This design comes from an exercise in tuning for small area and a short achievable clock period on the open sky130 flow, not from production work.
The RTL was checked by simulation tests, not by an equivalence proof against the original design.
Power is estimated from default activity; no workload was simulated.

**flow/design.v**
```verilog
module alu(input		    [31:0]	a, 
           input		    [31:0]	b, 
	         input		    [3:0]	 alucontrol,
           output	reg	[31:0]	result,
	         output				        zero,
	         output	reg			     overflow);
	assign zero = (result == 32'b0);
	always @(*)
	begin
		overflow = 1'b0;
		case (alucontrol)
			4'b0000: {overflow,result} = $signed(a) + $signed(b);
			4'b0001: result = a + b;
			4'b0010: {overflow,result} = $signed(a) - $signed(b);
			4'b0011: result = a - b;
			4'b0100: result = a & b;
			4'b0101: result = a | b;
			4'b0110: result = a ^ b;
			4'b0111: result = ~(a | b);
			4'b1100: result = ($signed(a) < $signed(b));
			4'b1101: result = (a < b);
			default: result = 32'd0;
		endcase
	end
endmodule
module EX(input         ALUSrc,
          input  [3:0]  ALUControl,
          input         Branch,
          input         BranchN,
          input  [31:0] RD1,
          input  [31:0] RD2,
          input  [31:0] ExtImm,
          input  [31:0] PCPlus4,
          input  [3:0]  Tag,
          input         Pred,
          output        PCSrc,
          output [31:0] ALUOut,
          output [31:0] WriteData,
          output [31:0] PCBranch,
          output [3:0]  Tago,
          output [4:0]  BTAPTag,
          output [31:0] BTAPAddr);
  wire [31:0] SrcA;
  wire [31:0] SrcB;
  wire Zero;
  wire BranchTaken;
  assign SrcA = RD1; 
  assign SrcB = ALUSrc ? ExtImm : RD2;
  assign WriteData = RD2;
  assign Tago = Tag; 
  alu a1(.a(SrcA), .b(SrcB), .alucontrol(ALUControl), .result(ALUOut), .zero(Zero));
  assign BranchTaken = (Branch & Zero) | (BranchN & (!Zero));
  assign PCSrc = (BranchTaken != Pred);
  assign BTAPTag = PCPlus4[6:2] - 5'd1;
  assign BTAPAddr = (ExtImm << 2) + PCPlus4;
  assign PCBranch = BranchTaken ? (ExtImm << 2) + PCPlus4 : PCPlus4;
endmodule
module ex_cluster(input         CLK,
                  input         reset,
                  input         ALUSrcD1,
                  input  [3:0]  ALUControlD1,
                  input         BranchD1,
                  input         BranchND1,
                  input  [31:0] RDD11,
                  input  [31:0] RDD21,
                  input  [31:0] ExtImmD1,
                  input  [31:0] PCPlus41,
                  input  [3:0]  TagD1,
                  input         PredD1,
                  input         ALUSrcD2,
                  input  [3:0]  ALUControlD2,
                  input         BranchD2,
                  input         BranchND2,
                  input  [31:0] RDD12,
                  input  [31:0] RDD22,
                  input  [31:0] ExtImmD2,
                  input  [31:0] PCPlus42,
                  input  [3:0]  TagD2,
                  input         PredD2,
                  input         ALUSrcD3,
                  input  [3:0]  ALUControlD3,
                  input  [31:0] RDD13,
                  input  [31:0] RDD23,
                  input  [31:0] ExtImmD3,
                  input  [3:0]  TagD3,
                  input         ALUSrcD4,
                  input  [3:0]  ALUControlD4,
                  input  [31:0] RDD14,
                  input  [31:0] RDD24,
                  input  [31:0] ExtImmD4,
                  input  [3:0]  TagD4,
                  output        PCSrc1,
                  output [31:0] ALUOutE1,
                  output [3:0]  TagoE1,
                  output [31:0] PCBranch1,
                  output [4:0]  BTAPTag1,
                  output [31:0] BTAPAddr1,
                  output        PCSrc2,
                  output [31:0] ALUOutE2,
                  output [3:0]  TagoE2,
                  output [31:0] PCBranch2,
                  output [4:0]  BTAPTag2,
                  output [31:0] BTAPAddr2,
                  output [31:0] ALUOutE3,
                  output [31:0] WriteDataE3,
                  output [3:0]  TagoE3,
                  output [31:0] ALUOutE4,
                  output [3:0]  TagoE4);
  reg         ALUSrcE1;
  reg  [3:0]  ALUControlE1;
  reg         BranchE1;
  reg         BranchNE1;
  reg  [31:0] RD1E1;
  reg  [31:0] RD2E1;
  reg  [31:0] ExtImmE1;
  reg  [31:0] PCPlus4E1;
  reg  [3:0]  TagE1;
  reg         PredE1;
  wire [31:0] WriteDataE1;
  reg         ALUSrcE2;
  reg  [3:0]  ALUControlE2;
  reg         BranchE2;
  reg         BranchNE2;
  reg  [31:0] RD1E2;
  reg  [31:0] RD2E2;
  reg  [31:0] ExtImmE2;
  reg  [31:0] PCPlus4E2;
  reg  [3:0]  TagE2;
  reg         PredE2;
  wire [31:0] WriteDataE2;
  reg         ALUSrcE3;
  reg  [3:0]  ALUControlE3;
  reg  [31:0] RD1E3;
  reg  [31:0] RD2E3;
  reg  [31:0] ExtImmE3;
  reg  [3:0]  TagE3;
  reg         ALUSrcE4;
  reg  [3:0]  ALUControlE4;
  reg  [31:0] RD1E4;
  reg  [31:0] RD2E4;
  reg  [31:0] ExtImmE4;
  reg  [3:0]  TagE4;
  wire [31:0] WriteDataE4;
  EX ex1(.ALUSrc(ALUSrcE1), .ALUControl(ALUControlE1), .Branch(BranchE1), .BranchN(BranchNE1),
         .RD1(RD1E1), .RD2(RD2E1), .ExtImm(ExtImmE1), .PCPlus4(PCPlus4E1), .Tag(TagE1), .Pred(PredE1),
         .PCSrc(PCSrc1), .ALUOut(ALUOutE1), .WriteData(WriteDataE1), .PCBranch(PCBranch1), .Tago(TagoE1), .BTAPTag(BTAPTag1), .BTAPAddr(BTAPAddr1));
  EX ex2(.ALUSrc(ALUSrcE2), .ALUControl(ALUControlE2), .Branch(BranchE2), .BranchN(BranchNE2),
         .RD1(RD1E2), .RD2(RD2E2), .ExtImm(ExtImmE2), .PCPlus4(PCPlus4E2), .Tag(TagE2), .Pred(PredE2),
         .PCSrc(PCSrc2), .ALUOut(ALUOutE2), .WriteData(WriteDataE2), .PCBranch(PCBranch2), .Tago(TagoE2), .BTAPTag(BTAPTag2), .BTAPAddr(BTAPAddr2));
  EX ex3(.ALUSrc(ALUSrcE3), .ALUControl(ALUControlE3), .Branch(1'b0), .BranchN(1'b0),
         .RD1(RD1E3), .RD2(RD2E3), .ExtImm(ExtImmE3), .PCPlus4(32'd0), .Tag(TagE3), .Pred(1'b0),
         .PCSrc(), .ALUOut(ALUOutE3), .WriteData(WriteDataE3), .PCBranch(), .Tago(TagoE3), .BTAPTag(), .BTAPAddr());
  EX ex4(.ALUSrc(ALUSrcE4), .ALUControl(ALUControlE4), .Branch(1'b0), .BranchN(1'b0),
         .RD1(RD1E4), .RD2(RD2E4), .ExtImm(ExtImmE4), .PCPlus4(32'd0), .Tag(TagE4), .Pred(1'b0),
         .PCSrc(), .ALUOut(ALUOutE4), .WriteData(WriteDataE4), .PCBranch(), .Tago(TagoE4), .BTAPTag(), .BTAPAddr());
  always @(posedge CLK) begin
    if (reset) begin
      ALUSrcE1 <= 1'd0;
      ALUControlE1 <= 4'd0;
      BranchE1 <= 1'd0;
      BranchNE1 <= 1'd0;
      RD1E1 <= 32'd0;
      RD2E1 <= 32'd0;
      ExtImmE1 <= 32'd0;
      PCPlus4E1 <= 32'd0;
      TagE1 <= 4'd0;
      PredE1 <= 0;
      ALUSrcE2 <= 1'd0;
      ALUControlE2 <= 4'd0;
      BranchE2 <= 1'd0;
      BranchNE2 <= 1'd0;
      RD1E2 <= 32'd0;
      RD2E2 <= 32'd0;
      ExtImmE2 <= 32'd0;
      PCPlus4E2 <= 32'd0;
      TagE2 <= 4'd0;
      PredE2 <= 0;
      ALUSrcE3 <= 1'd0;
      ALUControlE3 <= 4'd0;
      RD1E3 <= 32'd0;
      RD2E3 <= 32'd0;
      ExtImmE3 <= 32'd0;
      TagE3 <= 4'd0;
      ALUSrcE4 <= 1'd0;
      ALUControlE4 <= 4'd0;
      RD1E4 <= 32'd0;
      RD2E4 <= 32'd0;
      ExtImmE4 <= 32'd0;
      TagE4 <= 4'd0;
    end
    else
    begin
      ALUSrcE1 <= ALUSrcD1;
      ALUControlE1 <= ALUControlD1;
      BranchE1 <= BranchD1;
      BranchNE1 <= BranchND1;
      RD1E1 <= RDD11;
      RD2E1 <= RDD21;
      ExtImmE1 <= ExtImmD1;
      PCPlus4E1 <= PCPlus41;
      TagE1 <= TagD1;
      PredE1 <= PredD1;
      ALUSrcE2 <= ALUSrcD2;
      ALUControlE2 <= ALUControlD2;
      BranchE2 <= BranchD2;
      BranchNE2 <= BranchND2;
      RD1E2 <= RDD12;
      RD2E2 <= RDD22;
      ExtImmE2 <= ExtImmD2;
      PCPlus4E2 <= PCPlus42;
      TagE2 <= TagD2;
      PredE2 <= PredD2;
      ALUSrcE3 <= ALUSrcD3;
      ALUControlE3 <= ALUControlD3;
      RD1E3 <= RDD13;
      RD2E3 <= RDD23;
      ExtImmE3 <= ExtImmD3;
      TagE3 <= TagD3;
      ALUSrcE4 <= ALUSrcD4;
      ALUControlE4 <= ALUControlD4;
      RD1E4 <= RDD14;
      RD2E4 <= RDD24;
      ExtImmE4 <= ExtImmD4;
      TagE4 <= TagD4;
    end
  end
endmodule
```
**flow/config.mk**
```make
export PLATFORM = sky130hd
export DESIGN_NAME = ex_cluster
export DESIGN_NICKNAME = ex_cluster
export VERILOG_FILES = /design/flow/design.v
export SDC_FILE = /design/flow/constraint.sdc
export NUM_CORES = 8
export LEC_CHECK = 0
export CAP_MARGIN = 20
export CORE_MARGIN = 2
export CORE_UTILIZATION = 40
export SLEW_MARGIN = 20
```
**flow/run.sh**
```bash
#!/bin/bash
# synth_recipe.tcl (not shown) runs the flow's synth.tcl, then flattens the netlist and writes it again
# the make line also repeats each setting of config.mk as NAME=value (left out here)
make -C /OpenROAD-flow-scripts/flow DESIGN_CONFIG=/design/flow/config.mk WORK_HOME=/design/flow/orfs CLKGATE_MAP_FILE= SYNTH_SCRIPT=/design/flow/synth_recipe.tcl finish
```
**flow/constraint.sdc**
```tcl
create_clock -name core_clock -period 10.0 [get_ports {CLK}]
set_input_delay 2.0000 -clock core_clock [delete_from_list [all_inputs] [get_ports {CLK}]]
set_output_delay 2.0000 -clock core_clock [all_outputs]
set_load 0.01 [all_outputs]
```
==> summary.md <==
| Metric | Value |
|---|---|
| Worst-Margin Slew | 1.11 ns |
| DRC violation total after the first TritonRoute iteration | 5072 |
| Cell Rows | 129 |
| Distinct cell type count after synthesis | 93 |
| Final ANT Viol Nets | 0 |
| Number of iterations in the first detailed-routing pass | 9 |
| Clock Sink Count | 490 |
| Max transition margin | 25.2% |
| Source of the critical timing path | ExtImmE1[4] |
| Reg area | 0.00984 mm² |
| Setup WS pre-CTS | 0.109 ns |
| Outcome | timing/DRC/antenna clean |
| Sequential fraction of the synthesis area | 19.6% |
| Port bufs | 807 |
| Static leakage | 0.0263 µW |
| Count of filler cells inserted in the layout | 12206 |
| Chip Width | 358 µm |
| Routed Wire Length | 218 mm |
| Setup violators final | 0 |
| Synthesized flop and latch total | 490 |
| TritonCTS clock tree | built |
| Minimum hold slack | 1.73 ns |
| Final Net Count | 8351 |
| Total global routing overflow | 0 |
| Worst Setup Slack, final | 0.274 ns |
| Wire length of the first global-routing pass | 314 mm |
| Average via count per standard cell | 5.89 |
| Worst Setup Start Kind | flop |
| Routed wirelength normalized by instance count | 24.3 µm |
| Die Outline Area | 0.128 mm² |
| Maximum net fanout on the critical path | 15 |
| CTS Root Buffer Type | clkbuf_16 |
| Upper clock frequency limit | 103 MHz |
| Number of global-route vias before repair | 48821 |
| CTS buffer count | 57 |
| Post-synth top flop | dfxtp_1 |
| Arrival time at the worst endpoint | 7.73 ns |
| Layout overhead on the synthesized area | 24.5% |
| Maximum clock path buffer count | 3 |
| Number of H-tree levels | 2 |
| Number of warnings printed during yosys synthesis | 2 |
| All-layer global routing usage | 32.1% |
| Netlist area before placement | 0.0501 mm² |
| Maximum number of pins on one net before global-route repair | 147 |
| Area occupied by multi-input gates | 0.0375 mm² |
| Starting density of the core | 40.4% |
| Fraction of layout cells with a size suffix above 1 | 5.64% |
| Element type at the critical path end | primary output |
| Overall power consumption | 7940 µW |
| Count of vias placed by the detailed router | 52860 |
| Setup crit end | PCBranch1[14] |
| Post-synth EDFFs | 0 |
| DRC errors left | 0 |
| Crit share post-route | 97.3% |
| CTS clk-pin slew, worst paths | 0.06 ns |
| GPL Wtd Cong | 1.00 |
| Maximum ir drop on the vdd rail | 0.133 mV |
| Number of endpoints with negative hold slack in the final report | 0 |
| Post-layout minimum cycle time | 9.73 ns |
| Die height | 358 µm |
| Number of slew-limit violations in the final report | 0 |
| Critical path required time | 8.00 ns |
| Final setup TNS | 0 ns |
| Number of maximum-capacitance constraint violations | 0 |
| HPWL after DPL | 174 mm |
| Post-synthesis net count | 7720 |
| I/O pin count | 808 |
| Core area | 0.124 mm² |
| Avg Inst Size Synth | 7.53 µm² |
| Cell Pwr Density | 127 mW/mm² |
| Synthesized netlist cell count | 6645 |
| Kind of critical path | flop to primary output |
| Class of the most critical hold timing path | input port to flop |
| Async set-or-reset flop fraction in the synthesized netlist | 0% |
| Antenna violations before repair | 24 |
-- metrics by stage --
step                std cells  utilization [%]  instance area [µm²]
global route             8967             50.3                62300
detailed placement       8843             48.3                59800
global placement         8842             48.2                59800
CTS                      8953             50.0                61900
floorplan                6645                -                50100
finish                   8969             50.3                62300
-- worst min-delay path by stage --
stage,cells past startpoint,start,to,slack (ns)
floorplan,1,ALUControlD1[0],ALUControlE1[0],2.13
detailed placement,2,reset,TagE1[2],2.47
global placement,2,reset,TagE1[2],2.47
global route,2,reset,ExtImmE3[20],1.79
finish,2,reset,RD2E3[16],1.73
CTS,2,reset,TagE1[2],1.72
-- synthesized netlist by cell type, types with 103 or more instances --
| master | n | area share [%] |
|---|---|---|
| nor3_1 | 157 | 1.6 |
| clkbuf_1 | 302 | 2.3 |
| nor2_1 | 516 | 3.9 |
| nand3_1 | 110 | 1.1 |
| o21ai_0 | 415 | 4.1 |
| dfxtp_1 | 490 | 20 |
| inv_1 | 454 | 3.4 |
| nand2_1 | 437 | 3.3 |
| mux2i_1 | 222 | 4.4 |
| xnor2_1 | 297 | 5.2 |
| ha_1 | 569 | 14 |
| nor2b_1 | 542 | 6.8 |
| a21o_1 | 130 | 1.9 |
| a21oi_1 | 514 | 5.1 |
| o211ai_1 | 103 | 1.5 |
-- worst max-delay path: stages, from the launching register on --
cell             delay (ns)
dfxtp_1                0.45
nor4b_2                0.48
o22ai_2                0.24
o21ai_0                0.27
xnor2_1                0.11
ha_1                   0.38
and4_1                 0.22
and3_1                 0.18
a21bo_2                0.28
or3_1                  0.36
a32oi_1                0.20
o211ai_1               0.15
or4_1                  0.58
or4_1                  0.57
or4_1                  0.61
nor4_1                 0.32
buf_4                  0.18
nand2_1                0.10
mux2i_4                0.30
clkbuf_16              0.27
mux2_4                 0.31
clkdlybuf4s50_1        0.48
-- power breakdown --
part	switching (µW)	total, µW	internal, µW
Clock	977	2280	1300
Sequential	147	2210	2060
Combinational	1970	3460	1480
-- cell type report --
type	count	share of cell area (%)
clock inverters	34	0.648
clock buffers	74	2.57
flip-flops and latches	490	15.8
repair buffers	942	14.8
inverters	458	2.76
well taps	1637	3.29
multi-input cells	5327	60.1
diodes	7	0.0281
-- placed cells by master, fill, tap and decap left out, drive strengths merged, types with 19 or more instances in the layout --
cell / count
o311ai: 21
o21bai: 69
a211oi: 105
and2: 45
nand2: 437
a22oi: 19
o22ai: 45
mux2: 44
nor4: 56
clkbuf: 75
o211ai: 103
o221ai: 38
o21a: 60
nor3: 157
o31ai: 59
o21ai: 418
nand3: 110
a221oi: 22
nor2b: 542
or3: 45
xor2: 70
a21oi: 514
a21o: 130
or2: 27
a311o: 26
nor2: 516
a211o: 25
mux2i: 223
nand2b: 63
buf: 135
clkdlybuf4s50: 804
inv: 463
or4: 35
a31oi: 88
ha: 569
dfxtp: 490
nand4: 46
xnor2: 297
and3: 44
-- flip-flops by register name, summed over array words and instances, names as in the netlist, 32 cells and up --
register,flops
ExtImmE1,32
RD1E3,32
RD2E1,32
RD1E2,32
ExtImmE3,32
RD1E4,32
RD2E4,32
PCPlus4E2,32
RD1E1,32
RD2E2,32
ExtImmE2,32
ExtImmE4,32
RD2E3,32
PCPlus4E1,32
-- repair_timing --
item | 4_1_cts | 5_1_grt
hold buffers | 0 | 0
cloned | 0 | 1
pin swaps | 0 | 5
endpoints found under the setup margin | 62 | 62
resized for setup | 15 | 74
buffers inserted | 2 | 8
-- kinds of logic after synthesis --
group,Yosys count,share of synthesized area [%]
xor gates and xnor gates,367,6.42
and+or+nand+nor,2201,22.6
DFF,490,19.6
buffers and inverters,828,6.36
muxes,267,5.67
adders and majority gates,583,14.8
AOI/OAI and AO/OA,1909,24.6
-- routing by layer --
metal | routed length (µm) | global-route usage [%] | vias up
li1 | - | - | 24854
met1 | 91200 | 42.1 | 25111
met2 | 98100 | 51.9 | 2452
met3 | 19800 | 6.66 | 415
met4 | 8780 | 11.8 | 28
met5 | 177 | 0 | -

==> port drivers added, routing unchanged <==
The flow's constraints put no driver on any port. The routed layout listed below was extracted and timed again, unchanged, in two steps. Step 1 sets driving cells, clkbuf_16 on the clock port and buf_2 on the other inputs (assumed; they add their load-dependent delay and slew). Step 2 times the ports against the registers' clock, not the clock port: input delays grow and output delays shrink by t, the midpoint of the rising clock arrivals with the driver on. Slacks: ideal / step 1 / step 2; pairs: ideal / step 1.
t (ns): 0.766
setup slack, ns: 0.274 / 0.194 / 0.960
worst register clock-pin slew, ns: 0.08 / 0.08
After both steps this run still meets setup and hold. The setup slack of this run moves by -0.080 ns with the drivers and by +0.686 ns with both steps.
